This is an optimization exercise on Yosys and OpenROAD, whose aim is small area, not a production implementation. RTL that was checked went through simulation tests only; none was proved equivalent to the original. The flow treats the clock pin as an ideal source. Dropping or thinning the clock tree relies on that and would not hold on a real chip. Power figures rest on the tool's default switching activity, not on a simulated workload.

== R ==
## top
module top
    (
        input wire clk_i,                     
        input wire reset_i,                   
        input wire rx_i,                      
        output wire tx_o,                     
        output wire [6:0] sev_seg_encoded_o,  
        output wire [3:0] sev_seg_anodes_o,   
        output wire morse_o                   
    );
Size: ~500 cells after synthesis, about 150 flip-flops, ~16 I/O pins, about 0.0052 sq mm of cells after synthesis.
clock: 10.0 ns
lec_check: 0
cap_margin: 20
core_margin: 2
core_utilization: 80
slew_margin: 20
standard.sh (not shown) runs the stock make flow with config.mk's settings and CLKGATE_MAP_FILE= SYNTH_SCRIPT=/design/flow/synth_recipe.tcl, a recipe that flattens the netlist after the stock synthesis.
==> flow/flow/run.sh <==
#!/bin/bash
# Own layout flow: the standard ORFS flow (standard.sh) run with a copy of the
# ORFS scripts in which
#  - synthesis maps the logic with an area-oriented ABC script (abc_area.script);
#    the flip-flops are mapped before ABC runs, so they are the standard ones;
#    adders are not extracted into ha/fa cells first (ADDER_MAP_FILE empty), so
#    ABC optimises all of the logic; this does not touch the flip-flops;
#  - clock tree synthesis builds a small balanced buffer tree (manual_tree.tcl:
#    a clkbuf_16 root driving 16 clkbuf_4 leaves, each leaf upsized to clkbuf_8
#    if its estimated slew is over 110 ps) instead of running TritonCTS.
#  - the ports are buffered with buf_1 (the standard flow picks clkdlybuf4s50_1).
# Each tool's output goes to the ORFS logs under orfs/logs; make's output to standard.log.
set -euo pipefail
HERE=$PWD
rm -rf myscripts
cp -r "$FLOW_HOME/scripts" myscripts
cp flow/abc_area.script myscripts/abc_speed.script
python3 - "$HERE" <<'PY'
import sys
here = sys.argv[1]
p = 'myscripts/cts.tcl'
s = open(p).read()
old = 'log_cmd clock_tree_synthesis {*}$cts_args'
assert old in s
s = s.replace(old, 'source %s/flow/manual_tree.tcl\nmanual_clock_tree clk_i 4 sky130_fd_sc_hd__clkbuf_4 sky130_fd_sc_hd__clkbuf_16\nset_propagated_clock [all_clocks]\nmanual_clock_tree_upsize 0.110 sky130_fd_sc_hd__clkbuf_8' % here)
open(p, 'w').write(s)
PY
export ADDER_MAP_FILE=
export BUFFER_PORTS_ARGS="-buffer_cell sky130_fd_sc_hd__buf_1"
SCRIPTS_DIR=$HERE/myscripts bash standard.sh > standard.log 2>&1
Other scripts of this flow, unchanged in this note and not shown: flow/flow/abc_area.script, flow/flow/manual_tree.tcl
## Diff of input files: Q against R
- changing CORE_UTILIZATION from 80 to 70
### Flow results
- Re clock network power share: Q is 1.1 points down on R.
- R -> Q: hold violation total from the final report delta 0, exact match
- Taking R as the reference, in Q total power now sits lower; fraction of power consumed by combinational cells now sits at about the same level; sequential fraction of total cell area now sits lower.
- Compared with R, Q shows sequential power share higher by 1.0 points.
- Q vs. R: final cell count climbed about 3.8%, number of nets in the layout barely changed, setup slack climbed 220 ps, share of the clock period used by the worst path dropped 2.2 points.
No run of this note included a check of the RTL's function; only the layout flow was run. In every run of this note, the design's own scripts or RTL, not TritonCTS, make the clock network.


top, a different RTL version from the one above (not shown whole).
Size: about 550 cells after synthesis, about 160 flip-flops, roughly 6200 um^2 of cells after synthesis.
Design top, start of the top module:
module top
    (
        input wire clk_i,                     
        input wire reset_i,                   
        input wire rx_i,                      
        output wire tx_o,                     
        output wire [6:0] sev_seg_encoded_o,  
        output wire [3:0] sev_seg_anodes_o,   
        output wire morse_o                   
    );
clock: 10.0 ns
lec_check: 0
cap_margin: 20
core_margin: 2
core_utilization: 70
cts_buf_list: sky130_fd_sc_hd__clkbuf_8
slew_margin: 20
run.sh (not shown) runs the stock make flow with config.mk's settings and CLKGATE_MAP_FILE= SYNTH_SCRIPT=/design/flow/synth_recipe.tcl, a recipe that flattens the netlist after the stock synthesis.
Stock flow here: none of the scripts above is used.
Then changed:
==> flow/flow/run.sh (new file) <==
#!/bin/bash
# Standard layout, with clock tree synthesis told not to add dummy loads.
set -o pipefail
cp standard.sh standard_copy.txt
export CTS_ARGS="-sink_clustering_enable -repair_clock_nets -buf_list sky130_fd_sc_hd__clkbuf_8 -dont_use_dummy_load"
bash standard.sh > standard.log 2>&1
==> flow/standard.sh (new file) <==
#!/bin/bash
# synth_recipe.tcl (not shown) runs the flow's synth.tcl, then flattens the netlist and writes it again
# the make line also repeats each setting of config.mk as NAME=value (left out here)
make -C /OpenROAD-flow-scripts/flow DESIGN_CONFIG=/design/flow/config.mk WORK_HOME=/design/flow/orfs CLKGATE_MAP_FILE= SYNTH_SCRIPT=/design/flow/synth_recipe.tcl "${@:-finish}"
--- a/flow/config.mk
+++ b/flow/config.mk
@@ -9,4 +9,3 @@
 export CORE_MARGIN = 2
 export CORE_UTILIZATION = 70
-export CTS_BUF_LIST = sky130_fd_sc_hd__clkbuf_8
 export SLEW_MARGIN = 20
removed: flow/run.sh
Effect: Wire length came out lower by 1.4%. Cell area is lower by about 2.2%. Area after synthesis does not change. Clock skew grows by 24 ps. Synthesized cell count does not change. Worst hold slack gets worse by 14 ps. Global-route usage hardly moves. Via count is lower by 1.2%.


Another version of the RTL of top (not shown whole).
For scale: ~150 flip-flops, about 16 I/O pins, ~0.0056 mm^2 of cells after synthesis.
Design top, start of the top module:
module top
    (
        input wire clk_i,                     
        input wire reset_i,                   
        input wire rx_i,                      
        output wire tx_o,                     
        output wire [6:0] sev_seg_encoded_o,  
        output wire [3:0] sev_seg_anodes_o,   
        output wire morse_o                   
    );
==> flow/config.mk <==
export PLATFORM = sky130hd
export DESIGN_NAME = top
export DESIGN_NICKNAME = top
export VERILOG_FILES = /design/flow/design.v
export SDC_FILE = /design/flow/constraint.sdc
export NUM_CORES = 4
export LEC_CHECK = 0
export CAP_MARGIN = 20
export CORE_MARGIN = 2
export CORE_UTILIZATION = 70
export SLEW_MARGIN = 20
==> flow/constraint.sdc <==
create_clock -name core_clock -period 10.0 [get_ports {clk_i}]
set_input_delay 2.0000 -clock core_clock [delete_from_list [all_inputs] [get_ports {clk_i}]]
set_output_delay 2.0000 -clock core_clock [all_outputs]
set_load 0.01 [all_outputs]
standard.sh (not shown) runs the stock make flow with config.mk's settings and CLKGATE_MAP_FILE= SYNTH_SCRIPT=/design/flow/synth_recipe.tcl, a recipe that flattens the netlist after the stock synthesis.
==> flow/flow/run.sh <==
#!/bin/bash
# Own layout flow: the standard ORFS flow (standard.sh) run with a copy of the
# ORFS scripts in which
#  - synthesis maps the logic with an area-oriented ABC script (abc_area.script);
#    the flip-flops are mapped before ABC runs, so they are the standard ones;
#  - clock tree synthesis builds a small balanced buffer tree (manual_tree.tcl:
#    a clkbuf_16 root driving 16 clkbuf_4 leaves, each leaf upsized to clkbuf_8
#    if its estimated slew is over 110 ps) instead of running TritonCTS.
#  - the ports are buffered with buf_1 (the standard flow picks clkdlybuf4s50_1).
# Each tool's output goes to the ORFS logs under orfs/logs; make's output to standard.log.
set -euo pipefail
HERE=$PWD
rm -rf myscripts
cp -r "$FLOW_HOME/scripts" myscripts
cp flow/abc_area.script myscripts/abc_speed.script
python3 - "$HERE" <<'PY'
import sys
here = sys.argv[1]
p = 'myscripts/cts.tcl'
s = open(p).read()
old = 'log_cmd clock_tree_synthesis {*}$cts_args'
assert old in s
s = s.replace(old, 'source %s/flow/manual_tree.tcl\nmanual_clock_tree clk_i 4 sky130_fd_sc_hd__clkbuf_4 sky130_fd_sc_hd__clkbuf_16\nset_propagated_clock [all_clocks]\nmanual_clock_tree_upsize 0.110 sky130_fd_sc_hd__clkbuf_8' % here)
open(p, 'w').write(s)
PY
export BUFFER_PORTS_ARGS="-buffer_cell sky130_fd_sc_hd__buf_1"
SCRIPTS_DIR=$HERE/myscripts bash standard.sh > standard.log 2>&1
Other scripts of this flow, unchanged in this note and not shown: flow/flow/abc_area.script, flow/flow/manual_tree.tcl
The baseline completed without violations.
Rerun with:
--- a/flow/flow/run.sh
+++ b/flow/flow/run.sh
@@ -5,2 +5,4 @@
 #    the flip-flops are mapped before ABC runs, so they are the standard ones;
+#    adders are not extracted into ha/fa cells first (ADDER_MAP_FILE empty), so
+#    ABC optimises all of the logic; this does not touch the flip-flops;
 #  - clock tree synthesis builds a small balanced buffer tree (manual_tree.tcl:
@@ -25,2 +27,3 @@
 PY
+export ADDER_MAP_FILE=
 export BUFFER_PORTS_ARGS="-buffer_cell sky130_fd_sc_hd__buf_1"
After rerunning: Global-route usage climbs by 0.12 points; clock skew hardly moves; sequential power barely changes; sequential share of layout area goes up by 3.3 points; utilization went up by 0.29 points; flip-flop and latch count is unchanged.
No run of this note takes its clock network from TritonCTS; it comes from the design's own scripts or RTL.

-- static timing again, ports no longer ideal --
In the flow no input, the clock included, has a driving cell. The finished layouts below were timed again as built, in two steps.
Step 1 sets driving cells, clkbuf_16 on the clock port and buf_2 on the other inputs (assumed; they add their load-dependent delay and slew).
Step 2 moves the port delays by t, midway between the first and last clock arrival at a register: inputs arrive t later, outputs are due t later. That takes back most of the time a late clock gives input paths.
Slacks: ideal / step 1 / step 2; pairs: ideal / step 1.
run | t (ns) | setup WS [ns] | cell pins on the clock port's net
R | 0.395 | 4.568 / 4.528 / 4.923 | 1
Q | 0.378 | 4.789 / 4.756 / 5.134 | 1
the first run of note 2 | 0.462 | 4.901 / 4.870 / 5.332 | 1
the second run of note 2 | 0.456 | 4.943 / 4.908 / 5.364 | 1
the first run of note 3 | 0.391 | 5.007 / 4.972 / 5.363 | 1
the second run of note 3 | 0.380 | 4.981 / 4.949 / 5.328 | 1
After both steps every run listed still meets setup and hold.
